From an optimization exercise on the open Yosys and OpenROAD flow, aimed at small area, a short achievable clock period and few clock cycles; shortcuts taken in it are not production practice.
In this exercise RTL edits were held to simulation tests only and were not proved equivalent to the original.
Power figures rest on the tool's default switching activity, not on a simulated workload.

--- flow/config.mk ---
export PLATFORM = sky130hd
export DESIGN_NAME = sa_accel
export DESIGN_NICKNAME = sa_accel
export VERILOG_FILES = /design/flow/design.v
export SDC_FILE = /design/flow/constraint.sdc
export NUM_CORES = 4
export LEC_CHECK = 0
export CAP_MARGIN = 20
export CORE_MARGIN = 2
export CORE_UTILIZATION = 40
export CTS_CLUSTER_DIAMETER = 100
export CTS_CLUSTER_SIZE = 24
export SLEW_MARGIN = 20
--- flow/constraint.sdc ---
create_clock -name core_clock -period 11.0 [get_ports {clk}]
set_input_delay 2.2000 -clock core_clock [delete_from_list [all_inputs] [get_ports {clk}]]
set_output_delay 2.2000 -clock core_clock [all_outputs]
set_load 0.01 [all_outputs]
--- flow/design.v ---
module quantize (
    input  logic        clk,
    input  logic [22:0] acc,
    input  logic [5:0]  cp,
    output logic [7:0]  quantized_data
);
    logic [22:0] acc_q;
    logic [5:0]  cp_q;
    always_ff @(posedge clk) begin
        acc_q <= acc;
        cp_q  <= cp;
    end
    logic [22:0] v;
    logic        s, uni, c;
    logic [6:0]  w;
    assign v[4:0]  = acc_q[4:0];
    assign v[22:5] = acc_q[22:5] + {5'd0, cp_q[5], 3'd0, cp_q[4], 1'b0, cp_q[3], 1'b0, cp_q[2], 1'b0, cp_q[1], 1'b0, cp_q[0]};
    assign s    = v[22];
    assign uni  = (v[22:10] == 13'h0000) || (v[22:10] == 13'h1fff);
    assign w    = v[9:3];
    assign c    = s ? (v[2] & (v[1] | v[0])) : v[2];
    always_comb begin
        if (!uni)         quantized_data = s ? 8'h80 : 8'h7f;
        else if (s)       quantized_data = {1'b1, w} + {7'd0, c};
        else if (&w && c) quantized_data = 8'h7f;
        else              quantized_data = {1'b0, w} + {7'd0, c};
    end
endmodule
module shift_register #(
    parameter LEN = 1,
    parameter W   = 8
) (
    input  logic         clk,
    input  logic [W-1:0] din,
    output logic [W-1:0] dout
);
    logic [W-1:0] sr [0:LEN-1];
    always_ff @(posedge clk) begin
        sr[0] <= din;
        for (int i = 1; i < LEN; i++) sr[i] <= sr[i-1];
    end
    assign dout = sr[LEN-1];
endmodule
module shift_array (
    input  logic             clk,
    input  logic [31:0]      a_in,       
    input  logic [7:0]       b0_in,      
    input  logic [3:1][7:0]  b_in,       
    output logic [3:0][31:0] a_col,      
    output logic [3:0][11:0] bd_col      
);
    function automatic logic [11:0] booth_enc(input logic [7:0] b);
        logic [3:0] one, two, neg;
        logic bm1, b0, b1;
        for (int k = 0; k < 4; k++) begin
            bm1 = (k == 0) ? 1'b0 : b[2*k-1];
            b0  = b[2*k];
            b1  = b[2*k+1];
            one[k] = b0 ^ bm1;
            two[k] = (b1 & ~b0 & ~bm1) | (~b1 & b0 & bm1);
            neg[k] = b1;
        end
        booth_enc = {neg, two, one};
    endfunction
    assign a_col[0] = a_in;
    always_ff @(posedge clk) begin
        bd_col[0] <= booth_enc(b0_in);
    end
    generate
        for (genvar m = 1; m < 4; m++) begin : g_col
            shift_register #(.LEN(1), .W(32)) u_a (
                .clk(clk), .din(a_col[m-1]), .dout(a_col[m]));
            logic [7:0] b_pre;
            if (m == 1) begin : g_direct
                assign b_pre = b_in[m];
            end else begin : g_delay
                shift_register #(.LEN(m-1), .W(8)) u_b (
                    .clk(clk), .din(b_in[m]), .dout(b_pre));
            end
            always_ff @(posedge clk) begin
                bd_col[m] <= booth_enc(b_pre);
            end
        end
    endgenerate
endmodule
module mac_pe (
    input  logic        clk,
    input  logic        first,
    input  logic [7:0]  a,
    input  logic [3:0]  one, two, neg,   
    output logic [22:0] acc,
    output logic [5:0]  cpend    
);
    logic pp1;
    logic pp2;
    logic pp3;
    logic pp4;
    logic pp5;
    logic pp6;
    logic pp7;
    logic pp8;
    logic pp9;
    logic ns10;
    logic pp11;
    logic pp12;
    logic pp13;
    logic pp14;
    logic pp15;
    logic pp16;
    logic pp17;
    logic pp18;
    logic pp19;
    logic ns20;
    logic pp21;
    logic pp22;
    logic pp23;
    logic pp24;
    logic pp25;
    logic pp26;
    logic pp27;
    logic pp28;
    logic pp29;
    logic ns30;
    logic pp31;
    logic pp32;
    logic pp33;
    logic pp34;
    logic pp35;
    logic pp36;
    logic pp37;
    logic pp38;
    logic pp39;
    logic ns40;
    logic g41;
    logic g42;
    logic g43;
    logic g44;
    logic g45;
    logic g46;
    logic g47;
    logic g48;
    logic g49;
    logic g50;
    logic g51;
    logic g52;
    logic g53;
    logic g54;
    logic g55;
    logic g56;
    logic g57;
    logic g58;
    logic g59;
    logic g60;
    logic g61;
    logic g62;
    logic g63;
    logic g64;
    logic g65;
    logic g66;
    logic g67;
    logic g68;
    logic g69;
    logic s70;
    logic c71;
    logic s72;
    logic c73;
    logic s74;
    logic c75;
    logic s76;
    logic c77;
    logic s78;
    logic c79;
    logic s80;
    logic c81;
    logic s82;
    logic c83;
    logic s84;
    logic c85;
    logic s86;
    logic c87;
    logic s88;
    logic c89;
    logic s90;
    logic c91;
    logic s92;
    logic c93;
    logic s94;
    logic c95;
    logic s96;
    logic c97;
    logic s98;
    logic c99;
    logic s100;
    logic c101;
    logic s102;
    logic c103;
    logic s104;
    logic c105;
    logic s106;
    logic c107;
    logic s108;
    logic c109;
    logic s110;
    logic c111;
    logic s112;
    logic c113;
    logic s114;
    logic c115;
    logic s116;
    logic c117;
    logic s118;
    logic c119;
    logic s120;
    logic c121;
    logic s122;
    logic c123;
    logic s124;
    logic c125;
    logic s126;
    logic c127;
    logic s128;
    logic c129;
    logic s130;
    logic c131;
    logic s132;
    logic c133;
    logic s134;
    logic c135;
    logic s136;
    logic c137;
    logic s138;
    logic c139;
    logic s140;
    logic c141;
    logic s142;
    logic c143;
    logic s144;
    logic c145;
    logic s146;
    logic c147;
    logic s148;
    logic s149;
    logic s150;
    logic c151;
    logic s152;
    logic s153;
    logic s154;
    logic s155;
    logic s156;
    assign pp1 = ((one[0] & a[0])) ^ neg[0];
    assign pp2 = ((one[0] & a[1]) | (two[0] & a[0])) ^ neg[0];
    assign pp3 = ((one[0] & a[2]) | (two[0] & a[1])) ^ neg[0];
    assign pp4 = ((one[0] & a[3]) | (two[0] & a[2])) ^ neg[0];
    assign pp5 = ((one[0] & a[4]) | (two[0] & a[3])) ^ neg[0];
    assign pp6 = ((one[0] & a[5]) | (two[0] & a[4])) ^ neg[0];
    assign pp7 = ((one[0] & a[6]) | (two[0] & a[5])) ^ neg[0];
    assign pp8 = ((one[0] & a[7]) | (two[0] & a[6])) ^ neg[0];
    assign pp9 = ((one[0] & a[7]) | (two[0] & a[7])) ^ neg[0];
    assign ns10 = ~pp9;
    assign pp11 = ((one[1] & a[0])) ^ neg[1];
    assign pp12 = ((one[1] & a[1]) | (two[1] & a[0])) ^ neg[1];
    assign pp13 = ((one[1] & a[2]) | (two[1] & a[1])) ^ neg[1];
    assign pp14 = ((one[1] & a[3]) | (two[1] & a[2])) ^ neg[1];
    assign pp15 = ((one[1] & a[4]) | (two[1] & a[3])) ^ neg[1];
    assign pp16 = ((one[1] & a[5]) | (two[1] & a[4])) ^ neg[1];
    assign pp17 = ((one[1] & a[6]) | (two[1] & a[5])) ^ neg[1];
    assign pp18 = ((one[1] & a[7]) | (two[1] & a[6])) ^ neg[1];
    assign pp19 = ((one[1] & a[7]) | (two[1] & a[7])) ^ neg[1];
    assign ns20 = ~pp19;
    assign pp21 = ((one[2] & a[0])) ^ neg[2];
    assign pp22 = ((one[2] & a[1]) | (two[2] & a[0])) ^ neg[2];
    assign pp23 = ((one[2] & a[2]) | (two[2] & a[1])) ^ neg[2];
    assign pp24 = ((one[2] & a[3]) | (two[2] & a[2])) ^ neg[2];
    assign pp25 = ((one[2] & a[4]) | (two[2] & a[3])) ^ neg[2];
    assign pp26 = ((one[2] & a[5]) | (two[2] & a[4])) ^ neg[2];
    assign pp27 = ((one[2] & a[6]) | (two[2] & a[5])) ^ neg[2];
    assign pp28 = ((one[2] & a[7]) | (two[2] & a[6])) ^ neg[2];
    assign pp29 = ((one[2] & a[7]) | (two[2] & a[7])) ^ neg[2];
    assign ns30 = ~pp29;
    assign pp31 = ((one[3] & a[0])) ^ neg[3];
    assign pp32 = ((one[3] & a[1]) | (two[3] & a[0])) ^ neg[3];
    assign pp33 = ((one[3] & a[2]) | (two[3] & a[1])) ^ neg[3];
    assign pp34 = ((one[3] & a[3]) | (two[3] & a[2])) ^ neg[3];
    assign pp35 = ((one[3] & a[4]) | (two[3] & a[3])) ^ neg[3];
    assign pp36 = ((one[3] & a[5]) | (two[3] & a[4])) ^ neg[3];
    assign pp37 = ((one[3] & a[6]) | (two[3] & a[5])) ^ neg[3];
    assign pp38 = ((one[3] & a[7]) | (two[3] & a[6])) ^ neg[3];
    assign pp39 = ((one[3] & a[7]) | (two[3] & a[7])) ^ neg[3];
    assign ns40 = ~pp39;
    assign g41 = acc[0] & ~first;
    assign g42 = acc[1] & ~first;
    assign g43 = acc[2] & ~first;
    assign g44 = acc[3] & ~first;
    assign g45 = acc[4] & ~first;
    assign g46 = acc[5] & ~first;
    assign g47 = acc[6] & ~first;
    assign g48 = acc[7] & ~first;
    assign g49 = acc[8] & ~first;
    assign g50 = acc[9] & ~first;
    assign g51 = acc[10] & ~first;
    assign g52 = acc[11] & ~first;
    assign g53 = acc[12] & ~first;
    assign g54 = acc[13] & ~first;
    assign g55 = acc[14] & ~first;
    assign g56 = acc[15] & ~first;
    assign g57 = acc[16] & ~first;
    assign g58 = acc[17] & ~first;
    assign g59 = acc[18] & ~first;
    assign g60 = acc[19] & ~first;
    assign g61 = acc[20] & ~first;
    assign g62 = acc[21] & ~first;
    assign g63 = acc[22] & ~first;
    assign g64 = cpend[0] & ~first;
    assign g65 = cpend[1] & ~first;
    assign g66 = cpend[2] & ~first;
    assign g67 = cpend[3] & ~first;
    assign g68 = cpend[4] & ~first;
    assign g69 = cpend[5] & ~first;
    assign s70 = neg[2] ^ pp5;
    assign c71 = neg[2] & pp5;
    assign s72 = pp6 ^ pp14 ^ pp22;
    assign c73 = (pp6 & pp14) | (pp6 & pp22) | (pp14 & pp22);
    assign s74 = neg[3] ^ pp7 ^ pp15;
    assign c75 = (neg[3] & pp7) | (neg[3] & pp15) | (pp7 & pp15);
    assign s76 = pp23 ^ pp31;
    assign c77 = pp23 & pp31;
    assign s78 = pp8 ^ pp16 ^ pp24;
    assign c79 = (pp8 & pp16) | (pp8 & pp24) | (pp16 & pp24);
    assign s80 = pp32 ^ g48 ^ g65;
    assign c81 = (pp32 & g48) | (pp32 & g65) | (g48 & g65);
    assign s82 = ~(pp17 ^ pp25);
    assign c83 = pp17 | pp25;
    assign s84 = pp33 ^ ns10 ^ g49;
    assign c85 = (pp33 & ns10) | (pp33 & g49) | (ns10 & g49);
    assign s86 = ~(pp18 ^ pp26);
    assign c87 = pp18 | pp26;
    assign s88 = pp34 ^ g50 ^ g66;
    assign c89 = (pp34 & g50) | (pp34 & g66) | (g50 & g66);
    assign s90 = pp27 ^ pp35 ^ ns20;
    assign c91 = (pp27 & pp35) | (pp27 & ns20) | (pp35 & ns20);
    assign s92 = ~(pp28 ^ pp36);
    assign c93 = pp28 | pp36;
    assign s94 = neg[1] ^ pp3;
    assign c95 = neg[1] & pp3;
    assign s96 = pp4 ^ pp12;
    assign c97 = pp4 & pp12;
    assign s98 = pp13 ^ pp21 ^ s70;
    assign c99 = (pp13 & pp21) | (pp13 & s70) | (pp21 & s70);
    assign s100 = c71 ^ s72 ^ g46;
    assign c101 = (c71 & s72) | (c71 & g46) | (s72 & g46);
    assign s102 = s76 ^ c73 ^ s74;
    assign c103 = (s76 & c73) | (s76 & s74) | (c73 & s74);
    assign s104 = c77 ^ c75 ^ s78;
    assign c105 = (c77 & c75) | (c77 & s78) | (c75 & s78);
    assign s106 = c79 ^ s82 ^ c81;
    assign c107 = (c79 & s82) | (c79 & c81) | (s82 & c81);
    assign s108 = c83 ^ s86 ^ c85;
    assign c109 = (c83 & s86) | (c83 & c85) | (s86 & c85);
    assign s110 = c87 ^ g51 ^ s90;
    assign c111 = (c87 & g51) | (c87 & s90) | (g51 & s90);
    assign s112 = s92 ^ g52 ^ g67;
    assign c113 = (s92 & g52) | (s92 & g67) | (g52 & g67);
    assign s114 = pp37 ^ ns30 ^ c93;
    assign c115 = (pp37 & ns30) | (pp37 & c93) | (ns30 & c93);
    assign s116 = ~(pp38 ^ g54);
    assign c117 = pp38 | g54;
    assign s118 = neg[0] ^ pp1;
    assign c119 = neg[0] & pp1;
    assign s120 = pp2 ^ g42;
    assign c121 = pp2 & g42;
    assign s122 = pp11 ^ s94 ^ g43;
    assign c123 = (pp11 & s94) | (pp11 & g43) | (s94 & g43);
    assign s124 = c95 ^ s96 ^ g44;
    assign c125 = (c95 & s96) | (c95 & g44) | (s96 & g44);
    assign s126 = c97 ^ g45 ^ s98;
    assign c127 = (c97 & g45) | (c97 & s98) | (g45 & s98);
    assign s128 = g64 ^ c99 ^ s100;
    assign c129 = (g64 & c99) | (g64 & s100) | (c99 & s100);
    assign s130 = g47 ^ c101 ^ s102;
    assign c131 = (g47 & c101) | (g47 & s102) | (c101 & s102);
    assign s132 = c103 ^ s104 ^ s80;
    assign c133 = (c103 & s104) | (c103 & s80) | (s104 & s80);
    assign s134 = c105 ^ s84 ^ s106;
    assign c135 = (c105 & s84) | (c105 & s106) | (s84 & s106);
    assign s136 = s88 ^ c107 ^ s108;
    assign c137 = (s88 & c107) | (s88 & s108) | (c107 & s108);
    assign s138 = c89 ^ s110 ^ c109;
    assign c139 = (c89 & s110) | (c89 & c109) | (s110 & c109);
    assign s140 = c91 ^ s112 ^ c111;
    assign c141 = (c91 & s112) | (c91 & c111) | (s112 & c111);
    assign s142 = g53 ^ c113 ^ s114;
    assign c143 = (g53 & c113) | (g53 & s114) | (c113 & s114);
    assign s144 = g68 ^ c115 ^ s116;
    assign c145 = (g68 & c115) | (g68 & s116) | (c115 & s116);
    assign s146 = ns40 ^ g55 ^ c117;
    assign c147 = (ns40 & g55) | (ns40 & c117) | (g55 & c117);
    assign s148 = ~g56;
    assign s149 = ~g57;
    assign s150 = ~(g58 ^ g69);
    assign c151 = g58 | g69;
    assign s152 = ~g59;
    assign s153 = ~g60;
    assign s154 = ~g61;
    assign s155 = ~g62;
    assign s156 = ~g63;
    logic [22:0] r0, r1;
    assign r0 = {g62, g61, g60, g59, c151, g57, g56, c147, c145, c143, c141, c139, c137, c135, c133, c131, c129, c127, c125, c123, c121, c119, s118};
    assign r1 = {s156, s155, s154, s153, s152, s150, s149, s148, s146, s144, s142, s140, s138, s136, s134, s132, s130, s128, s126, s124, s122, s120, g41};
    always_ff @(posedge clk) begin
        {cpend[0], acc[4:0]} <= {1'b0, r0[4:0]} + {1'b0, r1[4:0]};
        {cpend[1], acc[6:5]} <= {1'b0, r0[6:5]} + {1'b0, r1[6:5]};
        {cpend[2], acc[8:7]} <= {1'b0, r0[8:7]} + {1'b0, r1[8:7]};
        {cpend[3], acc[10:9]} <= {1'b0, r0[10:9]} + {1'b0, r1[10:9]};
        {cpend[4], acc[12:11]} <= {1'b0, r0[12:11]} + {1'b0, r1[12:11]};
        {cpend[5], acc[16:13]} <= {1'b0, r0[16:13]} + {1'b0, r1[16:13]};
        acc[22:17] <= r0[22:17] + r1[22:17];
    end
endmodule
module systolic_NxN_cfg (
    input  logic             clk,
    input  logic [3:0][31:0] a_col,
    input  logic [3:0][11:0] bd_col,    
    input  logic [3:0]       first,     
    output logic [3:0][3:0][22:0] psum,  
    output logic [3:0][3:0][5:0]  cpend  
);
    generate
        for (genvar m = 0; m < 4; m++) begin : g_m
            for (genvar x = 0; x < 4; x++) begin : g_x
                mac_pe u_pe (
                    .clk(clk), .first(first[m]), .a(a_col[m][8*x +: 8]),
                    .one(bd_col[m][3:0]), .two(bd_col[m][7:4]), .neg(bd_col[m][11:8]),
                    .acc(psum[m][x]), .cpend(cpend[m][x]));
            end
        end
    endgenerate
endmodule
module SA_with_shift_cfg (
    input  logic        clk,
    input  logic        rst_n,
    input  logic        start_all,
    input  logic [7:0]  k_param,
    input  logic        out_mode,
    input  logic [7:0]  row_shape,
    input  logic [7:0]  col_shape,
    output logic        done_all,
    output logic        ren_n,
    output logic [12:0] raddr_row,
    input  logic [31:0] rdata_row,
    output logic [12:0] raddr_col,
    input  logic [31:0] rdata_col,
    output logic        wen_n,
    output logic [12:0] waddr,
    output logic [31:0] data_out
);
    logic        busy;
    logic [7:0]  cnt;         
    logic [7:0]  inner;       
    logic [7:0]  outer;       
    logic [12:0] base_a;      
    logic        ren_q;       
    logic        ren_nq;      
    logic        first_q;     
    logic [12:0] ra_row, ra_col;
    logic        mode;
    logic [7:0]  kq, n_outer, n_inner, slot_m1;
    logic go;    
    always_ff @(posedge clk or negedge rst_n) begin
        if (!rst_n) go <= 1'b0;
        else        go <= start_all && !busy && !go;
    end
    always_ff @(posedge clk) begin
        if (!busy && !go) begin
            mode    <= out_mode;
            kq      <= k_param;
            n_outer <= out_mode ? col_shape : row_shape;
            n_inner <= out_mode ? row_shape : col_shape;
            slot_m1 <= (k_param < 8'd4) ? 8'd3 : k_param - 8'd1;
        end
    end
    logic end_blk, inner_last, last_blk, job_last;
    assign end_blk    = busy && (cnt == 8'd0);
    assign inner_last = (inner == 8'd0);
    assign job_last   = end_blk && inner_last && (outer == 8'd0);
    assign last_blk   = end_blk;
    logic [12:0] ra_a, ra_b, na_a, na_b;
    assign ra_a = mode ? ra_col : ra_row;
    assign ra_b = mode ? ra_row : ra_col;
    always_comb begin
        na_a = ra_a;
        na_b = ra_b;
        if (ren_q) begin
            na_a = ra_a + 13'd1;
            na_b = ra_b + 13'd1;
            if (end_blk) begin
                if (inner_last) na_b = 13'd0;
                else            na_a = base_a;
            end
        end
    end
    logic       busy_n;
    logic [7:0] cnt_n;
    always_comb begin
        busy_n = busy;
        cnt_n  = cnt - 8'd1;
        if (!busy) begin
            busy_n = go;
            cnt_n  = slot_m1;
        end else if (cnt == 8'd0) begin
            busy_n = !job_last;
            cnt_n  = slot_m1;
        end
    end
    always_ff @(posedge clk or negedge rst_n) begin
        if (!rst_n) begin
            busy    <= 1'b0;
            ren_q   <= 1'b0;
            first_q <= 1'b0;
        end else begin
            busy    <= busy_n;
            ren_q   <= busy_n && (cnt_n < kq);
            first_q <= busy_n && (cnt_n == kq - 8'd1);
        end
    end
    always_ff @(posedge clk) begin
        cnt     <= cnt_n;
        ren_nq  <= !(busy_n && (cnt_n < kq));
        if (!busy) begin
            inner  <= n_inner - 8'd1;
            outer  <= n_outer - 8'd1;
            base_a <= 13'd0;
            ra_row <= 13'd0;
            ra_col <= 13'd0;
        end else begin
            if (end_blk) begin
                if (inner_last) begin
                    inner  <= n_inner - 8'd1;
                    outer  <= outer - 8'd1;
                    base_a <= ra_a + 13'd1;
                end else begin
                    inner  <= inner - 8'd1;
                end
            end
            ra_row <= mode ? na_b : na_a;
            ra_col <= mode ? na_a : na_b;
        end
    end
    assign ren_n     = ren_nq;
    assign raddr_row = ra_row;
    assign raddr_col = ra_col;
    logic [7:0] p_val, p_first, p_last, p_job;
    always_ff @(posedge clk or negedge rst_n) begin
        if (!rst_n) begin
            p_val   <= '0;
            p_first <= '0;
            p_last  <= '0;
            p_job   <= '0;
        end else begin
            p_val   <= {p_val[6:0],   ren_q};
            p_first <= {p_first[6:0], ren_q && first_q};
            p_last  <= {p_last[6:0],  last_blk};
            p_job   <= {p_job[6:0],   job_last};
        end
    end
    logic [31:0]     a_word, b_word;
    logic [31:0]     a_reg;
    logic [3:1][7:0] b_reg;
    assign a_word = mode ? rdata_col : rdata_row;
    assign b_word = mode ? rdata_row : rdata_col;
    always_ff @(posedge clk) begin
        a_reg <= p_val[0] ? a_word : 32'd0;
        b_reg <= b_word[31:8];
    end
    logic [3:0][31:0] a_col;
    logic [3:0][11:0] bd_col;
    shift_array u_skew (
        .clk(clk), .a_in(a_reg), .b0_in(b_word[7:0]), .b_in(b_reg),
        .a_col(a_col), .bd_col(bd_col));
    logic [3:0][3:0][22:0] psum;
    logic [3:0][3:0][5:0]  cpend;
    systolic_NxN_cfg u_array (
        .clk(clk), .a_col(a_col), .bd_col(bd_col),
        .first(p_first[4:1]), .psum(psum), .cpend(cpend));
    logic [3:0] wr;
    assign wr = p_last[5:2];
    logic [3:0][22:0] sel_acc;
    logic [3:0][5:0]  sel_cp;
    always_comb begin
        for (int x = 0; x < 4; x++) begin
            sel_acc[x] = '0;
            sel_cp[x]  = 6'd0;
            for (int m = 0; m < 4; m++)
                if (wr[m]) begin
                    sel_acc[x] = psum[m][x];
                    sel_cp[x]  = cpend[m][x];
                end
        end
    end
    logic [3:0][7:0] q;
    generate
        for (genvar x = 0; x < 4; x++) begin : g_q
            quantize u_q (.clk(clk), .acc(sel_acc[x]), .cp(sel_cp[x]), .quantized_data(q[x]));
        end
    endgenerate
    logic        wr_d;
    logic [31:0] dout_q;
    logic        wen_nq, done_q;
    logic [12:0] waddr_q;
    always_ff @(posedge clk) begin
        dout_q <= q;
        wen_nq <= !wr_d;
        done_q <= p_job[6];
        if (go)        waddr_q <= 13'h1fff;
        else if (wr_d) waddr_q <= waddr_q + 13'd1;
    end
    always_ff @(posedge clk or negedge rst_n) begin
        if (!rst_n) wr_d <= 1'b0;
        else        wr_d <= |wr;
    end
    assign data_out = dout_q;
    assign wen_n    = wen_nq;
    assign waddr    = waddr_q;
    assign done_all = done_q;
endmodule
module sa_accel (
    input  logic        clk,
    input  logic        rst_n,
    input  logic        start_all,
    input  logic [7:0]  k_param,
    input  logic        out_mode,
    input  logic [7:0]  row_shape,
    input  logic [7:0]  col_shape,
    output logic        done_all,
    output logic        ren_n,
    output logic [12:0] raddr_row,
    input  logic [31:0] rdata_row,
    output logic [12:0] raddr_col,
    input  logic [31:0] rdata_col,
    output logic        wen_n,
    output logic [12:0] waddr,
    output logic [31:0] data_out
);
SA_with_shift_cfg u_SA (
    .clk(clk), .rst_n(rst_n),
    .start_all(start_all), .k_param(k_param), .out_mode(out_mode),
    .row_shape(row_shape), .col_shape(col_shape), .done_all(done_all),
    .ren_n(ren_n), .raddr_row(raddr_row), .rdata_row(rdata_row),
    .raddr_col(raddr_col), .rdata_col(rdata_col),
    .wen_n(wen_n), .waddr(waddr), .data_out(data_out)
);
endmodule
--- flow/flow/run.sh ---
#!/bin/bash
set -euo pipefail
bash standard.sh SETUP_SLACK_MARGIN=${MARGIN:-7.3} SYNTH_ARGS=-noabc \
  "BUFFER_PORTS_ARGS=-buffer_cell sky130_fd_sc_hd__buf_4" finish > standard.log 2>&1
--- flow/standard.sh ---
#!/bin/bash
# synth_recipe.tcl (not shown) runs the flow's synth.tcl, then flattens the netlist and writes it again
# the make line also repeats each setting of config.mk as NAME=value (left out here)
make -C /OpenROAD-flow-scripts/flow DESIGN_CONFIG=/design/flow/config.mk WORK_HOME=/design/flow/orfs CLKGATE_MAP_FILE= SYNTH_SCRIPT=/design/flow/synth_recipe.tcl "${@:-finish}"
==> results.txt, run 1 <==
ys flop type=dfxtp_1; mux cell area share after synthesis=2.15%; Synth Area in Simple Gates=10.2%; Die W=414 um; P_int=14,100 uW; cts hold-fix bufs=0; yosys warns=10; CTS max path bufs=3; Mapped Area=0.0672 mm2; FFs w/ async S/R, synth=2.47%; initial drt markers=3,854; fill count=16,000; met3 Usage GRT=between 3 and 4%; root buf cell=clkbuf_16; Syn Nets=7,958; drt pass-1 iters=6; largest family of logic cells by synthesized area=adder cells; CP Cell Sequence=buf_4; antenna-violating nets left=0; area leader, netlist=dfxtp_1; share of post-route cells with drive strength above 1=approximately 6.8%; XOR/XNOR Fraction of Synth Area=11.0%; largest net degree at the start of global routing=156; slew margin rel.=34.5%; PwrDens=353 mW/mm2; Post-Synth Adder-Cell Area=between 20% and 30%; Routed WL=172,000 um; Final min period=3.62 ns; vias in the first global route=47,400; deepest level of the CTS H-tree=2; first-pass GRT wire length=271,000 um; Clock Sinks=972; crit path DAT=1.42 ns; CTS Buf Count=just over 50; Leak=about 0.030 uW; Hold Fails Final Rpt=0; Avg Cell Area, Syn=9.95 um2; RSZ-0062 raised after global routing=true; top post-synthesis cells by area=dfxtp_1 27%, fa_1 17%, ha_1 9.9%; Synth top area share=between 20% and 30%; setup TNS=0 ns; Max IR drop VDD=about 150 uV; critical path required time=about 8.8 ns; Clock Skew=0.0384 ns; Final #Nets=7,783; initial antenna violation count=5; status=timing/DRC/antenna clean; Starting Density=40.2%; EDFF count, synth=a little under 50; Die Area=0.171 mm2; clock latency on the worst-skew pair=0.70 ns; GRT Total Usage=19.9%; gr ovfl total=0; actual slew at the worst max-slew pin=roughly 0.98 ns; Core Util, Final=43.0%; number of max-cap violations=0; vias per std cell=5.34; Die Ht=between 400 and 500 um; Multi-input gate area=0.0434 mm2; clock share of power=8.8%; hpwl dp=124,000 um; number of synthesized register bits=972; IO Port Bufs=around 170; FF+latch area=between 0.02 and 0.025 mm2; kind of start point of the critical path=register; final setup vio count=0; RePlAce Congestion=around 0.86; switching pwr=approximately 11,000 uW; I/O pin cnt=166; Worst setup EP type=primary output; worst hold slack=0.327 ns; GR Layer Usage met2=29.3%; Mapped Cells=approximately 6,800; max FFs per register=around 370; Comb pwr share=roughly 65%; Worst-path clk slew=0.10 ns; GRT busiest layer=met1; Area Growth Syn to Fin=6.79%; Reg power frac=between 20% and 30%; Sw Ratio=~44%; sequential cell area fraction in the yosys report=around 30%; Largest Register=u_SA.u_array.g_m.g_x.u_pe.acc; Synth Area in Compound Gates=14.1%; row cnt=150; # DRC=0; CP peak stage delay=roughly 0.53 ns; via count=47,100; Routed wire per std cell=19.5 um; CTS tree=done; Slew Viols, Final=0; Buf/Inv on CP=1; met1 GRT Util=30.4%; crit-path max FO=8; delay-heaviest family, CP=flip-flops; Crit Path Class=reg -> out; core area=0.167 mm2; fmax=~280 MHz; Final Cycle Share=32.9%; synth unique cells=86; slowest stage cell, crit path=dfxtp_1; Hold WC Path Type=reg -> reg
## worst paths after layout
| check | startpoint | end | slack, ns | cells past startpoint |
|---|---|---|---|---|
| min in group asynchronous | rst_n | u_SA.go$_DFF_PN0_ | 1.41 | 1 |
| min reg2reg | u_SA.u_skew.g_col[3].g_delay.u_b.sr[0][6]$_DFF_P_ | u_SA.u_skew.g_col[3].g_delay.u_b.sr[1][6]$_DFF_P_ | 0.33 | 0 |
| max | u_SA.ra_col[2]$_SDFF_PN0_ | raddr_col[2] | 7.38 | 1 |
| max in group asynchronous | rst_n | u_SA.p_first[2]$_DFF_PN0_ | 9.27 | 1 |
| max reg2reg | u_SA.u_skew.bd_col[18]$_DFF_P_ | u_SA.u_array.g_m[1].g_x[3].u_pe.cpend[5]$_DFF_P_ | 7.42 | 11 |
| min | u_SA.u_skew.g_col[3].g_delay.u_b.sr[0][6]$_DFF_P_ | u_SA.u_skew.g_col[3].g_delay.u_b.sr[1][6]$_DFF_P_ | 0.33 | 0 |
## power by group through the flow
stage          logic (uW)  registers, uW  clock network, uW
2_1_floorplan       13000           6080                  0
3_3_place_gp        15700           6730                  0
3_5_place_dp        16500           6740                  0
4_1_cts             16700           6670               2310
5_1_grt             19300           6850               2420
6_report            16400           6700               2230
## Yosys cell counts, types with 17 or more instances
| master | instances |
|---|---|
| a21o_1 | 121 |
| nand3_1 | 55 |
| dfrtp_1 | 24 |
| edfxtp_1 | 49 |
| clkbuf_2 | 90 |
| nand2_1 | 270 |
| buf_1 | 67 |
| mux2_2 | 53 |
| mux2i_1 | 85 |
| nor2b_1 | 288 |
| fa_1 | 576 |
| nand2b_1 | 266 |
| o21ai_0 | 272 |
| dfxtp_1 | 899 |
| a22oi_1 | 569 |
| a21oi_1 | 268 |
| nand4_1 | 17 |
| nor3_1 | 44 |
| xnor2_1 | 563 |
| clkbuf_1 | 292 |
| o31ai_1 | 18 |
| ha_1 | 533 |
| a31oi_1 | 17 |
| inv_1 | 512 |
| nor2_1 | 234 |
| xor2_1 | 280 |
| o21bai_1 | 23 |
## layout make-up
cell class | instances | area share (%)
Multi-Input combinational cell | 4805 | 60.5
Sequential cell | 972 | 28.0
Tap cell | 2204 | 3.84
Timing Repair Buffer | 239 | 2.71
Inverter | 513 | 2.69
Clock buffer | 60 | 1.90
Clock inverter | 19 | 0.289
Antenna cell | 4 | 0.0139
## through the flow
step	instance area [um2]	instances	setup slack (ns)	power, uW
after floorplan	67200	6757	7.31	19100
after global placement	69900	8723	7.01	22500
after detailed placement	69900	8723	6.96	23300
after CTS	71500	8806	7.31	25700
after global routing	71800	8812	7.13	28600
final	71800	8816	7.38	25400
## cells in the final DEF, fill, tap and decap left out, types with 267 or more instances in the layout
cell	netlist	routed
fa_1	576	576
inv_1	512	511
a22oi_1	569	569
nor2b_1	288	287
xnor2_1	563	560
o21ai_0	272	272
ha_1	533	531
xor2_1	280	280
nand2_1	270	267
a21oi_1	268	267
dfxtp_1	899	879
## metal layers
metal	routed length (um)	share of wire, %
met2	72300	42
met4	3390	2.0
met5	13	0.0076
met3	10900	6.4
met1	85000	50
## what timing repair did
item	in CTS	in global routing
endpoints found under the setup margin	72	85
gates resized for setup	16	32
buffers inserted	4	6
pin swaps	0	2
cloned	0	0
## cell families (layout without fill, tap and decap cells)
group | after synthesis | in the layout
mux | 138 | 138
compound gates | 1422 | 1422
xor+xnor | 843 | 843
other cells | 0 | 4
flops | 972 | 972
fa+ha+maj | 1109 | 1109
buf+inv | 980 | 831
simple gates | 1293 | 1293
Testbench counts, summed over its fixed seeds: cycles 206,522.
==> run 2, diff against run 1 <==
==> flow/flow/run.sh (replaced) <==
#!/bin/bash
set -euo pipefail
bash standard.sh SETUP_SLACK_MARGIN=${MARGIN:-7.5} SYNTH_ARGS=-noabc \
  "BUFFER_PORTS_ARGS=-buffer_cell sky130_fd_sc_hd__buf_4" finish > standard.log 2>&1
--- a/flow/config.mk
+++ b/flow/config.mk
@@ -8,6 +8,7 @@
 export CAP_MARGIN = 20
 export CORE_MARGIN = 2
-export CORE_UTILIZATION = 40
+export CORE_UTILIZATION = 60
 export CTS_CLUSTER_DIAMETER = 100
 export CTS_CLUSTER_SIZE = 24
+export PLACE_DENSITY = 0.72
 export SLEW_MARGIN = 20
==> results.txt, run 2 <==
slowest stage cell, crit path=dfxtp_4 (was dfxtp_1); root buf cell=clkbuf_16 (unchanged); ys flop type=dfxtp_1 (unchanged); Core Util, Final=64.6% (was 43.0%); fmax=288 MHz (was 276 MHz); area leader, netlist=dfxtp_1 (unchanged); top post-synthesis cells by area=dfxtp_1 27%, fa_1 17%, ha_1 9.9% (unchanged); gr ovfl total=0 (unchanged); PwrDens=357 mW/mm2 (was 353 mW/mm2); FFs w/ async S/R, synth=2.47% (unchanged); number of max-cap violations=0 (unchanged); most frequent cells in the layout=859 x dfxtp_1, 575 x fa_1, 569 x a22oi_1 (was 879 x dfxtp_1, 576 x fa_1, 569 x a22oi_1); Area Growth Syn to Fin=6.57% (was 6.79%); Synth top area share=26.8% (unchanged); clock latency on the worst-skew pair=0.71 ns (was 0.70 ns); Clock Skew=0.0277 ns (was 0.0384 ns); most instantiated cells after synthesis=899 x dfxtp_1, 576 x fa_1, 569 x a22oi_1 (unchanged); slew margin rel.=39.5% (was 34.5%); critical path required time=8.80 ns (about the same); commonest non-fill, non-tap cell in the layout=dfxtp_1 (unchanged); Slew Viols, Final=0 (unchanged); dpl cell area=0.0690 mm2 (was 0.0699 mm2); crit-path max FO=8 (unchanged); hpwl dp=121,000 um (was 124,000 um); crit path DAT=1.27 ns (was 1.42 ns); Buf/Inv on CP=1 (unchanged); Hold Fails Final Rpt=0 (unchanged); share of post-route cells with drive strength above 1=7.59% (was 6.78%); row cnt=122 (was 150); Hold WC Path Type=reg -> reg (unchanged); sequential cell area fraction in the yosys report=29.9% (unchanged); Die Ht=339 um (was 414 um); yosys warns=10 (unchanged); Final Cycle Share=31.5% (was 32.9%); CP Cell Sequence=buf_4 (unchanged); actual slew at the worst max-slew pin=0.908 ns (was 0.980 ns); number of synthesized register bits=972 (unchanged); drt pass-1 iters=6 (unchanged); Avg Cell Area, Syn=9.95 um2 (unchanged); largest net degree at the start of global routing=103 (was 156); Final min period=3.47 ns (was 3.62 ns); CP peak stage delay=0.43 ns (was 0.53 ns); Die Area=0.115 mm2 (was 0.171 mm2); CTS Buf Count=49 (was 51); antenna-violating nets left=0 (unchanged); GRT Total Usage=29.1% (was 19.9%); initial drt markers=4,457 (was 3,854); initial antenna violation count=2 (was 5); Die W=339 um (was 414 um); vias per std cell=5.95 (was 5.34); Worst setup EP type=primary output (unchanged); non-filler instance count after layout=8,120 (was 8,816); final setup vio count=0 (unchanged); Crit Path Class=reg -> out (unchanged); I/O pin cnt=166 (unchanged); vias in the first global route=48,300 (was 47,400); core area=0.111 mm2 (was 0.167 mm2); # DRC=0 (unchanged); Mapped Cells=6,757 (unchanged); most frequent cell after synthesis=dfxtp_1 (unchanged); Largest Register=u_SA.u_array.g_m.g_x.u_pe.acc (unchanged); first-pass GRT wire length=268,000 um (was 271,000 um); Clock Sinks=972 (unchanged); max FFs per register=368 (unchanged); Routed WL=172,000 um (about the same); IO Port Bufs=165 (unchanged); Worst-path clk slew=0.10 ns (about the same); Mapped Area=0.0672 mm2 (unchanged); delay-heaviest family, CP=flip-flops (unchanged); Syn Nets=7,958 (unchanged); Leak=0.0306 uW (was 0.0303 uW); Max IR drop VDD=168 uV (was 145 uV); kind of start point of the critical path=register (unchanged); CTS tree=done (unchanged); synth unique cells=86 (unchanged); Routed wire per std cell=21.2 um (was 19.5 um); Placed Instances=8,007 (was 8,723); deepest level of the CTS H-tree=2 (unchanged); Final #Nets=7,811 (was 7,783); RePlAce Congestion=0.886 (was 0.862); Pwr Total=25,600 uW (was 25,400 uW); setup TNS=0 ns (unchanged); status=timing/DRC/antenna clean (unchanged); Starting Density=60.6% (was 40.2%); EDFF count, synth=49 (unchanged); fin area=0.0716 mm2 (was 0.0718 mm2); CTS max path bufs=3 (unchanged); via count=48,300 (was 47,100); RSZ-0062 raised after global routing=false (was true)
[run 2: layout make-up]
class	instances	area, um2
timing repair buffer	269	2660
sequential	972	20200
inverter	513	1930
multi-input combinational	4805	43600
clock inverter	15	161
antenna	2	5.00
fill	8988	39200
clock buffer	56	1250
tap	1488	1860
[run 2: what timing repair did]
item | in CTS | in global routing
pin swaps | 1 | 14
cloned | 0 | 6
setup buffers | 8 | 26
endpoints found under the setup margin | 196 | 171
gates resized for setup | 74 | 126
hold buffers | 0 | 0
[run 2: final timing paths]
check / cells after the start / slack (ns) / end / start
setup / recovery: 1 / 7.53 / raddr_col[2] / u_SA.ra_col[2]$_SDFF_PN0_
hold / removal: 0 / 0.33 / u_SA.u_skew.g_col[2].g_delay.u_b.sr[0][7]$_DFF_P_ / u_SA.b_reg[15]$_DFF_P_
setup reg to reg: 10 / 7.56 / u_SA.u_array.g_m[2].g_x[3].u_pe.cpend[5]$_DFF_P_ / u_SA.u_skew.bd_col[35]$_DFF_P_
hold reg to reg: 0 / 0.33 / u_SA.u_skew.g_col[2].g_delay.u_b.sr[0][7]$_DFF_P_ / u_SA.b_reg[15]$_DFF_P_
max in group asynchronous: 1 / 9.24 / u_SA.p_last[5]$_DFF_PN0_ / rst_n
min in group asynchronous: 1 / 1.43 / u_SA.p_job[5]$_DFF_PN0_ / rst_n
[run 2: power by group]
group / total [uW] / internal (uW) / switching, uW
combinational: 16700 / 7910 / 8760
sequential: 6790 / 5450 / 1340
clock: 2110 / 855 / 1250
[run 2: worst reg2reg max path, cell delays in order, from the launching register on]
cell	delay (ns)
dfxtp_2	0.33
buf_6	0.40
xor2_1	0.26
ha_1	0.25
fa_1	0.55
inv_1	0.06
fa_1	0.43
ha_1	0.23
fa_1	0.46
a21o_1	0.20
a21o_1	0.17
[run 2: metrics by stage]
stage	worst slack (ns)	hold slack, ns
after floorplan	7.51	0.310
after global placement	7.06	0.312
after detailed placement	7.01	0.312
after CTS	7.50	0.332
after global routing	7.48	0.341
final	7.53	0.334
[run 2: cells by family (layout without fill, tap and decap cells)]
kind of cell               count (synthesis)  after routing  share of synthesized area, %
other                                      0              2                             0
xor gates and xnor gates                 843            843                          11.0
and+or+nand+nor                         1293           1293                          10.2
AOI/OAI and AO/OA                       1422           1422                          14.1
muxes                                    138            138                          2.15
buffers and inverters                    980            853                          5.69
adders and majority gates               1109           1109                          27.1
DFF                                      972            972                          29.9
[run 2: layer usage]
metal | vias up | global-route usage (%) | routed length, um
met4 | 0 | 7.63 | 3690
li1 | 22300 | - | -
met2 | 1862 | 44.9 | 77000
met1 | 23900 | 42.3 | 76700
met3 | 219 | 4.92 | 14300
met5 | - | 0 | 0
==> run 3, diff against run 2 <==
==> flow/flow/run.sh (replaced) <==
#!/bin/bash
set -euo pipefail
bash standard.sh SETUP_SLACK_MARGIN=${MARGIN:-7.65} SYNTH_ARGS=-noabc \
  "BUFFER_PORTS_ARGS=-buffer_cell sky130_fd_sc_hd__buf_4" finish > standard.log 2>&1
==> results.txt, run 3 <==
status=timing/DRC/antenna clean (unchanged); Largest Register=u_SA.u_array.g_m.g_x.u_pe.acc (unchanged); most instantiated cells after synthesis=899 x dfxtp_1, 576 x fa_1, 569 x a22oi_1 (unchanged); antenna-violating nets left=0 (unchanged); drt pass-1 iters=6 (unchanged); top post-synthesis cells by area=dfxtp_1 27%, fa_1 17%, ha_1 9.9% (unchanged); number of synthesized register bits=972 (unchanged); slowest stage cell, crit path=dfxtp_4 (unchanged); gr ovfl total=0 (unchanged); CTS Buf Count=48 (was 49); Starting Density=60.6% (unchanged); clock latency on the worst-skew pair=0.70 ns (was 0.71 ns); Hold Fails Final Rpt=0 (unchanged); deepest level of the CTS H-tree=2 (unchanged); sequential cell area fraction in the yosys report=29.9% (unchanged); kind of start point of the critical path=register (unchanged); share of post-route cells with drive strength above 1=12.7% (was 7.59%); Routed wire per std cell=22.7 um (was 21.2 um); Crit Path Class=reg -> out (unchanged); synth unique cells=86 (unchanged); Avg Cell Area, Syn=9.95 um2 (unchanged); delay-heaviest family, CP=flip-flops (unchanged); commonest non-fill, non-tap cell in the layout=dfxtp_1 (unchanged); via count=49,900 (was 48,300); hpwl dp=120,000 um (was 121,000 um); Clock Skew=0.0487 ns (was 0.0277 ns); Final min period=3.42 ns (was 3.47 ns); I/O pin cnt=166 (unchanged); critical path required time=8.80 ns (about the same); Synth top area share=26.8% (unchanged); crit-path max FO=5 (was 8); CTS max path bufs=3 (unchanged); crit path DAT=1.22 ns (was 1.27 ns); initial antenna violation count=6 (was 2); final setup margin=7.58 ns (was 7.53 ns); RSZ-0062 raised after global routing=true (was false); PwrDens=354 mW/mm2 (was 357 mW/mm2); first-pass GRT wire length=274,000 um (was 268,000 um); Worst-path clk slew=0.10 ns (about the same); Final #Nets=7,922 (was 7,811); Max IR drop VDD=169 uV (was 168 uV); Mapped Cells=6,757 (unchanged); vias in the first global route=49,200 (was 48,300); Final Cycle Share=31.1% (was 31.5%); Pwr Total=26,400 uW (was 25,600 uW); CP peak stage delay=0.41 ns (was 0.43 ns); number of max-cap violations=0 (unchanged); setup slack at placement=6.98 ns (was 7.01 ns); largest net degree at the start of global routing=118 (was 103); most frequent cell after synthesis=dfxtp_1 (unchanged); # DRC=0 (unchanged); yosys warns=10 (unchanged); Routed WL=187,000 um (was 172,000 um); Die W=339 um (unchanged); EDFF count, synth=49 (unchanged); vias per std cell=6.06 (was 5.95); cts hold-fix bufs=0 (unchanged); slew margin rel.=27.8% (was 39.5%); Syn Nets=7,958 (unchanged); fmax=292 MHz (was 288 MHz); core area=0.111 mm2 (unchanged); Buf/Inv on CP=1 (unchanged); Clock Sinks=972 (unchanged); Leak=0.0317 uW (was 0.0306 uW); most frequent cells in the layout=714 x dfxtp_1, 564 x fa_1, 554 x xnor2_1 (was 859 x dfxtp_1, 575 x fa_1, 569 x a22oi_1); Worst setup EP type=primary output (unchanged); GRT Total Usage=29.9% (was 29.1%); row cnt=122 (unchanged); Die Area=0.115 mm2 (unchanged); initial drt markers=4,568 (was 4,457); setup TNS=0 ns (unchanged); final setup vio count=0 (unchanged); area leader, netlist=dfxtp_1 (unchanged); FFs w/ async S/R, synth=2.47% (unchanged); ys flop type=dfxtp_1 (unchanged); IO Port Bufs=165 (unchanged); Hold WC Path Type=reg -> reg (unchanged); root buf cell=clkbuf_16 (unchanged); Slew Viols, Final=0 (unchanged); max FFs per register=368 (unchanged); actual slew at the worst max-slew pin=1.08 ns (was 0.908 ns); Die Ht=339 um (unchanged); Mapped Area=0.0672 mm2 (unchanged); RePlAce Congestion=0.880 (was 0.886); CTS tree=done (unchanged); Area Growth Syn to Fin=11.1% (was 6.57%); CP Cell Sequence=buf_6 (was buf_4)
## run 3: cell count changes in the layout (fill, tap and decap cells not counted), moves of 29 or more
cell       previous run  this run
buf_6                27        71
a22oi_2               0        57
dfxtp_2              26       146
dfxtp_1             859       714
buf_12               17        51
a22oi_1             569       512
clkbuf_16            55        84
## run 3: per-stage QoR
step / instances / hold WS [ns] / utilization (%) / cell area, um2
after floorplan: 6757 / 0.310 / - / 67300
after global placement: 8007 / 0.312 / 62.2 / 69000
after detailed placement: 8007 / 0.313 / 62.2 / 69000
after CTS: 8156 / 0.332 / 65.3 / 72400
after global routing: 8230 / 0.342 / 67.3 / 74600
final: 8233 / 0.335 / 67.3 / 74600
## run 3: layout make-up
cell class	count	area, um2
antenna	3	7.51
multi-input combinational	4806	44200
sequential	972	20400
tap	1488	1860
clock buffer	59	1290
fill	8553	36200
timing repair inverter	1	5.00
timing repair buffer	379	4760
clock inverter	12	166
inverter	513	1930
## run 3: timing repair
action,in CTS,in global routing
cloned,8,36
resized for setup,302,321
setup endpoints to repair,331,271
setup buffers,70,38
pin swaps,8,60
## run 3: layer usage
| metal | up-vias | routed length, um | global-route usage (%) |
|---|---|---|---|
| li1 | 22600 | - | - |
| met1 | 24600 | 76800 | 41.6 |
| met2 | 2271 | 85100 | 47.3 |
| met3 | 387 | 17700 | 6.54 |
| met4 | 4 | 7300 | 8.02 |
| met5 | - | 28 | 0 |
## run 3: worst paths after layout
path,from,endpoint,slack (ns),depth (start not counted)
min in group asynchronous,rst_n,u_SA.wr_d$_DFF_PN0_,1.43,1
hold reg to reg,u_SA.u_skew.g_col[3].g_delay.u_b.sr[0][1]$_DFF_P_,u_SA.u_skew.g_col[3].g_delay.u_b.sr[1][1]$_DFF_P_,0.34,0
setup / recovery,u_SA.ra_row[4]$_SDFF_PN0_,raddr_row[4],7.58,1
max in group asynchronous,rst_n,u_SA.p_first[1]$_DFF_PN0_,9.22,1
setup reg to reg,u_SA.u_skew.bd_col[42]$_DFF_P_,u_SA.u_array.g_m[3].g_x[3].u_pe.cpend[5]$_DFF_P_,7.63,11
hold / removal,u_SA.u_skew.g_col[3].g_delay.u_b.sr[0][1]$_DFF_P_,u_SA.u_skew.g_col[3].g_delay.u_b.sr[1][1]$_DFF_P_,0.34,0
## run 3: cells by family after synthesis
group / share of synthesized area [%]
compound gates: 14.1
flops: 29.9
mux: 2.15
xor+xnor: 11.0
fa+ha+maj: 27.1
buf+inv: 5.69
simple gates: 10.2
## run 3: where the power goes
| part | internal (uW) | switching, uW |
|---|---|---|
| Sequential | 5490 | 1340 |
| Combinational | 8280 | 9150 |
| Clock | 916 | 1240 |
==> run 4, diff against run 3 <==
==> flow/flow/run.sh (replaced) <==
#!/bin/bash
set -euo pipefail
bash standard.sh SETUP_SLACK_MARGIN=${MARGIN:-7.5} SYNTH_ARGS=-noabc \
  "BUFFER_PORTS_ARGS=-buffer_cell sky130_fd_sc_hd__buf_4" finish > standard.log 2>&1
--- a/flow/config.mk
+++ b/flow/config.mk
@@ -6,9 +6,9 @@
 export NUM_CORES = 4
 export LEC_CHECK = 0
+export ABC_AREA = 1
 export CAP_MARGIN = 20
 export CORE_MARGIN = 2
-export CORE_UTILIZATION = 60
+export CORE_UTILIZATION = 40
 export CTS_CLUSTER_DIAMETER = 100
 export CTS_CLUSTER_SIZE = 24
-export PLACE_DENSITY = 0.72
 export SLEW_MARGIN = 20
==> results.txt, run 4 <==
vias per std cell=5.22 (was 6.06); Mapped Area=0.0676 mm2 (was 0.0672 mm2); Sw Ratio=46.5% (was 44.4%); GRT Total Usage=22.6% (was 29.9%); sequential cell area fraction in the yosys report=29.7% (was 29.9%); ys flop type=dfxtp_1 (unchanged); Worst-path clk slew=0.10 ns (about the same); final setup vio count=0 (unchanged); Final Cycle Share=31.5% (was 31.1%); Mapped Cells=7,793 (was 6,757); setup TNS=0 ns (unchanged); number of max-cap violations=0 (unchanged); area leader, netlist=dfxtp_1 (unchanged); Comb pwr share=66.8% (was 66.0%); max FFs per register=368 (unchanged); top post-synthesis cells by area=dfxtp_1 27%, fa_1 17%, ha_1 9.9% (unchanged); fmax=289 MHz (was 292 MHz); clock latency on the worst-skew pair=0.72 ns (was 0.70 ns); CP Cell Sequence=inv_1 > o22ai_1 > xor2_1 > fa_1 > fa_1 > fa_1 > ha_1 > fa_1 (was buf_6); cts hold-fix bufs=0 (unchanged); synth unique cells=56 (was 86); Max IR drop VDD=175 uV (was 169 uV); kind of start point of the critical path=register (unchanged); most instantiated cells after synthesis=1,207 x inv_1, 1,026 x nand2_1, 899 x dfxtp_1 (was 899 x dfxtp_1, 576 x fa_1, 569 x a22oi_1); Area Growth Syn to Fin=8.65% (was 11.1%); Avg Cell Area, Syn=8.67 um2 (was 9.95 um2); I/O pin cnt=166 (unchanged); Largest Register=u_SA.u_array.g_m.g_x.u_pe.acc (unchanged); CP startpoint=u_SA.u_skew.g_col[1].u_a.sr[0][23]$_DFF_P_ (was u_SA.ra_row[4]$_SDFF_PN0_); cell repeated most along the worst path=fa_1; most frequent cell after synthesis=inv_1 (was dfxtp_1); CP peak stage delay=0.52 ns (was 0.41 ns); # DRC=0 (unchanged); RR Startpoint=u_SA.u_skew.g_col[1].u_a.sr[0][23]$_DFF_P_ (was u_SA.u_skew.bd_col[42]$_DFF_P_); IO Port Bufs=165 (unchanged); Pwr Total=25,700 uW (was 26,400 uW); CTS tree=done (unchanged); delay-heaviest family, CP=adder cells (was flip-flops); first-pass GRT wire length=302,000 um (was 274,000 um); antenna-violating nets left=0 (unchanged); clock share of power=9.1% (was 8.1%); Reg power frac=24.1% (was 25.9%); drt pass-1 iters=8 (was 6); Slew Viols, Final=0 (unchanged); crit-path max FO=8 (was 5); actual slew at the worst max-slew pin=0.995 ns (was 1.08 ns); Clock Sinks=972 (unchanged); Hold WC Path Type=reg -> reg (unchanged); Worst setup EP type=register (was primary output); largest net degree at the start of global routing=110 (was 118); Die W=415 um (was 339 um); hpwl dp=154,000 um (was 120,000 um); via count=52,400 (was 49,900); deepest level of the CTS H-tree=2 (unchanged); R2R setup slack=7.54 ns (was 7.63 ns); initial drt markers=4,531 (was 4,568); row cnt=150 (was 122); crit path DAT=4.07 ns (was 1.22 ns); CTS max path bufs=3 (unchanged); Die Area=0.172 mm2 (was 0.115 mm2); status=timing/DRC/antenna clean (unchanged); Crit Path Class=reg -> reg (was reg -> out); Reg2Reg Depth=8 (was 11); root buf cell=clkbuf_16 (unchanged); EDFF count, synth=49 (unchanged); RePlAce Congestion=0.957 (was 0.880); Die Ht=415 um (was 339 um); FFs w/ async S/R, synth=2.47% (unchanged); Final #Nets=8,991 (was 7,922); Final min period=3.46 ns (was 3.42 ns); yosys warns=10 (unchanged); gr ovfl total=0 (unchanged); Hold Fails Final Rpt=0 (unchanged); number of synthesized register bits=972 (unchanged); most frequent cells in the layout=1,192 x inv_1, 1,025 x nand2_1, 835 x dfxtp_1 (was 714 x dfxtp_1, 564 x fa_1, 554 x xnor2_1); commonest non-fill, non-tap cell in the layout=inv_1 (was dfxtp_1); CTS Buf Count=53 (was 48); critical path required time=11.60 ns (was 8.80 ns); Clock Skew=0.0592 ns (was 0.0487 ns); Synth top area share=26.6% (was 26.8%); slew margin rel.=33.7% (was 27.8%); switching pwr=12,000 uW (was 11,700 uW); Syn Nets=8,994 (was 7,958); RSZ-0062 raised after global routing=true (unchanged); Worst Setup EP=u_SA.u_array.g_m[1].g_x[2].u_pe.acc[8]$_DFF_P_ (was raddr_row[4]); initial antenna violation count=10 (was 6); core area=0.167 mm2 (was 0.111 mm2); Starting Density=40.4% (was 60.6%); Routed wire per std cell=20.0 um (was 22.7 um); Routed WL=200,000 um (was 187,000 um); slowest stage cell, crit path=fa_1 (was dfxtp_4); Leak=0.0355 uW (was 0.0317 uW); share of post-route cells with drive strength above 1=7.19% (was 12.7%); Buf/Inv on CP=1 (unchanged); Crit path depth=8 (was 1); vias in the first global route=51,300 (was 49,200); PwrDens=350 mW/mm2 (was 354 mW/mm2); P_int=13,700 uW (was 14,700 uW); Crit Reg-Reg Endpoint=u_SA.u_array.g_m[1].g_x[2].u_pe.acc[8]$_DFF_P_ (was u_SA.u_array.g_m[3].g_x[3].u_pe.cpend[5]$_DFF_P_)
-- run 4: changes by cell type after synthesis, moves of 85 or more --
cell | previous run | this run
xor2_1 | 280 | 724
o22ai_1 | 10 | 449
nor2b_1 | 288 | 4
inv_1 | 512 | 1207
nand2b_1 | 266 | 0
o21ai_0 | 272 | 357
a21o_1 | 121 | 10
nand2_1 | 270 | 1026
nand3_1 | 55 | 253
xnor2_1 | 563 | 68
clkbuf_2 | 90 | 0
clkbuf_1 | 292 | 149
a22oi_1 | 569 | 1
nor2_1 | 234 | 609
-- run 4: power groups by stage --
stage / registers (uW) / logic [uW] / clock network [uW]
2_1_floorplan: 5920 / 12900 / 0
3_3_place_gp: 6200 / 16300 / 0
3_5_place_dp: 6220 / 17100 / 0
4_1_cts: 6150 / 17200 / 2400
5_1_grt: 6290 / 20100 / 2520
6_report: 6180 / 17200 / 2340
-- run 4: worst min path at each step --
| stage | cells after the start | slack (ns) | startpoint | to |
|---|---|---|---|---|
| 6_report | 0 | 0.33 | u_SA.b_reg[18]$_DFF_P_ | u_SA.u_skew.g_col[3].g_delay.u_b.sr[0][2]$_DFF_P_ |
| 5_1_grt | 0 | 0.34 | u_SA.b_reg[18]$_DFF_P_ | u_SA.u_skew.g_col[3].g_delay.u_b.sr[0][2]$_DFF_P_ |
| 4_1_cts | 0 | 0.33 | u_SA.b_reg[23]$_DFF_P_ | u_SA.u_skew.g_col[3].g_delay.u_b.sr[0][7]$_DFF_P_ |
| 3_5_place_dp | 0 | 0.31 | u_SA.b_reg[23]$_DFF_P_ | u_SA.u_skew.g_col[3].g_delay.u_b.sr[0][7]$_DFF_P_ |
| 3_3_place_gp | 0 | 0.31 | u_SA.u_skew.g_col[3].g_delay.u_b.sr[0][0]$_DFF_P_ | u_SA.u_skew.g_col[3].g_delay.u_b.sr[1][0]$_DFF_P_ |
| 2_1_floorplan | 0 | 0.31 | u_SA.b_reg[8]$_DFF_P_ | u_SA.u_skew.g_col[2].g_delay.u_b.sr[0][0]$_DFF_P_ |
-- run 4: cell families (layout without fill, tap and decap cells) --
logic type	after synthesis	after routing	synth area share, %
AND/OR/NAND/NOR	2032	2032	12.5
buffers and inverters	1565	1592	8.84
AO/OA/AOI/OAI	1310	1310	11.6
adder cells (fa/ha/maj)	1109	1109	26.9
flip-flops	972	972	29.7
XOR/XNOR	792	792	10.3
multiplexers	13	13	0.209
other	0	1	0
-- run 4: timing repair --
action	CTS	global route
buffers inserted	19	10
pin swaps	0	7
endpoints found under the setup margin	213	132
gates cloned	0	5
resized for setup	123	116
-- run 4: final cells by class --
class / instances / area (um2)
fillers: 16300 / 94000
flip-flops and latches: 972 / 20200
well taps: 2204 / 2760
inverters: 1259 / 4930
clock buffers: 65 / 1410
repair buffers: 248 / 2240
clock inverters: 20 / 287
diodes: 1 / 2.50
multi-input cells: 5256 / 41600
-- run 4: per-stage QoR --
step | utilization, % | instance area (um2) | setup WS (ns) | instances | hold WS [ns]
finish | 43.8 | 73400 | 7.54 | 10000 | 0.332
detailed placement | 42.2 | 70700 | 7.12 | 9905 | 0.314
floorplan | - | 67600 | 7.45 | 7793 | 0.310
global placement | 42.2 | 70700 | 7.18 | 9905 | 0.312
CTS | 43.6 | 72900 | 7.45 | 10000 | 0.335
global route | 43.8 | 73400 | 7.49 | 10000 | 0.337
-- run 4: metal layers --
| layer | share of wire [%] | GRT usage [%] |
|---|---|---|
| met2 | 45 | 35.7 |
| met5 | 0.030 | 0 |
| met4 | 2.7 | 5.42 |
| met3 | 8.0 | 4.50 |
| met1 | 44 | 31.6 |
==> run 5, diff against run 4 <==
--- a/flow/config.mk
+++ b/flow/config.mk
@@ -6,5 +6,4 @@
 export NUM_CORES = 4
 export LEC_CHECK = 0
-export ABC_AREA = 1
 export CAP_MARGIN = 20
 export CORE_MARGIN = 2
==> results.txt, run 5 <==
CP peak stage delay=0.41 ns (was 0.52 ns); number of synthesized register bits=972 (unchanged); crit path DAT=1.26 ns (was 4.07 ns); initial drt markers=3,695 (was 4,531); Die Area=0.171 mm2 (was 0.172 mm2); Synth top area share=26.8% (was 26.6%); RePlAce Congestion=0.865 (was 0.957); hpwl dp=123,000 um (was 154,000 um); Die Ht=414 um (was 415 um); share of post-route cells with drive strength above 1=8.10% (was 7.19%); Mapped Area=0.0672 mm2 (was 0.0676 mm2); I/O pin cnt=166 (unchanged); Hold Fails Final Rpt=0 (unchanged); Placed Instances=8,723 (was 9,905); Mapped Cells=6,757 (was 7,793); clock latency on the worst-skew pair=0.70 ns (was 0.72 ns); Starting Density=40.2% (was 40.4%); slew margin rel.=25.6% (was 33.7%); sequential cell area fraction in the yosys report=29.9% (was 29.7%); Die W=414 um (was 415 um); Leak=0.0307 uW (was 0.0355 uW); Hold WC Path Type=reg -> reg (unchanged); synth unique cells=86 (was 56); CTS Buf Count=50 (was 53); setup TNS=0 ns (unchanged); area leader, netlist=dfxtp_1 (unchanged); Clock Sinks=972 (unchanged); vias in the first global route=47,700 (was 51,300); worst hold slack=0.302 ns (was 0.332 ns); FFs w/ async S/R, synth=2.47% (unchanged); Buf/Inv on CP=1 (unchanged); CTS tree=done (unchanged); Final #Nets=7,822 (was 8,991); number of max-cap violations=0 (unchanged); Syn Nets=7,958 (was 8,994); row cnt=150 (unchanged); final setup vio count=0 (unchanged); Routed WL=178,000 um (was 200,000 um); slowest stage cell, crit path=dfxtp_2 (was fa_1); Clock Skew=0.0480 ns (was 0.0592 ns); Area Growth Syn to Fin=8.46% (was 8.65%); Core Util, Final=43.6% (was 43.8%); critical path required time=8.80 ns (was 11.60 ns); Max IR drop VDD=165 uV (was 175 uV); most frequent cells in the layout=845 x dfxtp_1, 575 x fa_1, 569 x a22oi_1 (was 1,192 x inv_1, 1,025 x nand2_1, 835 x dfxtp_1); Largest Register=u_SA.u_array.g_m.g_x.u_pe.acc (unchanged); Slew Viols, Final=0 (unchanged); Worst setup EP type=primary output (was register); commonest non-fill, non-tap cell in the layout=dfxtp_1 (was inv_1); # DRC=0 (unchanged); Worst-path clk slew=0.10 ns (about the same); status=timing/DRC/antenna clean (unchanged); IO Port Bufs=165 (unchanged); Final min period=3.46 ns (about the same); fmax=289 MHz (about the same); first-pass GRT wire length=273,000 um (was 302,000 um); top post-synthesis cells by area=dfxtp_1 27%, fa_1 17%, ha_1 9.9% (unchanged); core area=0.167 mm2 (about the same); max FFs per register=368 (unchanged); deepest level of the CTS H-tree=2 (unchanged); gr ovfl total=0 (unchanged); Avg Cell Area, Syn=9.95 um2 (was 8.67 um2); Routed wire per std cell=20.1 um (was 20.0 um); most instantiated cells after synthesis=899 x dfxtp_1, 576 x fa_1, 569 x a22oi_1 (was 1,207 x inv_1, 1,026 x nand2_1, 899 x dfxtp_1); initial antenna violation count=4 (was 10); yosys warns=10 (unchanged); crit-path max FO=5 (was 8); via count=47,700 (was 52,400); CTS max path bufs=3 (unchanged); kind of start point of the critical path=register (unchanged); # diodes=0 (was 1); actual slew at the worst max-slew pin=1.11 ns (was 0.995 ns); CP Cell Sequence=buf_4 (was inv_1 > o22ai_1 > xor2_1 > fa_1 > fa_1 > fa_1 > ha_1 > fa_1); GRT Total Usage=20.0% (was 22.6%); ys flop type=dfxtp_1 (unchanged); antenna-violating nets left=0 (unchanged); vias per std cell=5.39 (was 5.22); root buf cell=clkbuf_16 (unchanged); most frequent cell after synthesis=dfxtp_1 (was inv_1); PwrDens=350 mW/mm2 (about the same); largest net degree at the start of global routing=190 (was 110); EDFF count, synth=49 (unchanged); RSZ-0062 raised after global routing=true (unchanged); drt pass-1 iters=6 (was 8); Crit Path Class=reg -> out (was reg -> reg); delay-heaviest family, CP=flip-flops (was adder cells); Final Cycle Share=31.4% (was 31.5%); non-filler instance count after layout=8,848 (was 10,000)
-- run 5: cells by family after synthesis --
logic type	share of synthesized area (%)
XOR/XNOR	11.0
buffers and inverters	5.69
flip-flops	29.9
AND/OR/NAND/NOR	10.2
AO/OA/AOI/OAI	14.1
multiplexers	2.15
adder cells (fa/ha/maj)	27.1
-- run 5: path summary, 6_finish.rpt --
check	cells after the start	to	slack [ns]	start
worst min-delay path	0	u_SA.u_skew.g_col[3].g_delay.u_b.sr[0][5]$_DFF_P_	0.30	u_SA.b_reg[21]$_DFF_P_
worst max register to register	7	u_SA.u_array.g_m[3].g_x[0].u_pe.acc[8]$_DFF_P_	7.58	u_SA.u_skew.bd_col[46]$_DFF_P_
worst max-delay path	1	raddr_col[4]	7.54	u_SA.ra_col[4]$_SDFF_PN0_
worst min register to register	0	u_SA.u_skew.g_col[3].g_delay.u_b.sr[0][5]$_DFF_P_	0.30	u_SA.b_reg[21]$_DFF_P_
max in group asynchronous	1	u_SA.p_first[2]$_DFF_PN0_	9.29	rst_n
min in group asynchronous	1	u_SA.wr_d$_DFF_PN0_	1.41	rst_n
-- run 5: final cells by class --
cell class / count / area, um2
Fill cell: 16000 / 94100
Tap cell: 2204 / 2760
Timing Repair Buffer: 279 / 2830
Inverter: 513 / 1930
Sequential cell: 972 / 20200
Clock inverter: 12 / 150
Multi-Input combinational cell: 4805 / 43700
Clock buffer: 63 / 1360
-- run 5: what timing repair did --
action | CTS | global route
pin swaps | 3 | 13
setup buffers | 12 | 29
endpoints found under the hold margin | 0 | 0
cloned | 0 | 9
hold buffers | 0 | 0
setup endpoints to repair | 202 | 174
resized for setup | 84 | 165
-- run 5: per-layer routing --
layer,GRT usage [%],part of all wire (%)
met5,0,0.0073
met2,29.7,43
met4,4.05,1.8
met1,30.2,48
met3,3.62,6.8
-- run 5: worst register-to-register path, stage by stage (launching register included) --
cell and delay, ns:
dfxtp_2 0.33, clkbuf_8 0.40, xnor2_1 0.24, fa_1 0.54, fa_1 0.54, fa_1 0.50, ha_1 0.24, fa_1 0.47
-- run 5: where the power goes --
| part | internal, uW | total, uW | switching (uW) | leakage, uW |
|---|---|---|---|---|
| combinational | 7840 | 16600 | 8720 | 0.0217 |
| sequential | 5460 | 6710 | 1260 | 0.00829 |
| clock | 915 | 2200 | 1290 | 0.000735 |
| total | 14200 | 25500 | 11300 | 0.0307 |
-- run 5: through the flow --
step	setup WS, ns	power, uW	cell area, um2
floorplan	7.51	19100	67300
global placement	6.51	22400	69900
detailed placement	6.48	23200	69900
CTS	7.42	25600	71800
global route	7.41	28600	72900
finish	7.54	25500	72900

separate check: timing with driven ports:
The flow's constraints put no driver on any port. The routed layouts listed below were extracted and timed again, unchanged, in two steps.
Step 1: set_driving_cell puts a clkbuf_16 on clk and a buf_2 on each other input, an assumption about the parent block.
Step 2, shift: input delay + t, output delay - t, t = (earliest + latest rising clock arrival at the registers) / 2. This alone moves slack from input paths to output paths.
Three values: ideal, step 1, step 2; two values: the first two.
run	t (ns)	setup slack, ns	latest minus earliest clock arrival (ns)	cell pins on the clock port's net
run 1	0.761	7.381 / 7.304 / 7.419	0.046 / 0.046	1
run 2	0.769	7.530 / 7.450 / 7.491	0.036 / 0.036	1
run 3	0.752	7.577 / 7.503 / 7.487	0.055 / 0.055	1
run 4	0.772	7.537 / 7.467 / 7.522	0.074 / 0.075	1
run 5	0.764	7.544 / 7.468 / 7.441	0.062 / 0.063	1
After both steps every run listed still meets setup and hold. For run 5, which loses most, drivers alone change the setup slack by -0.076 ns; drivers and shift together by -0.103 ns.
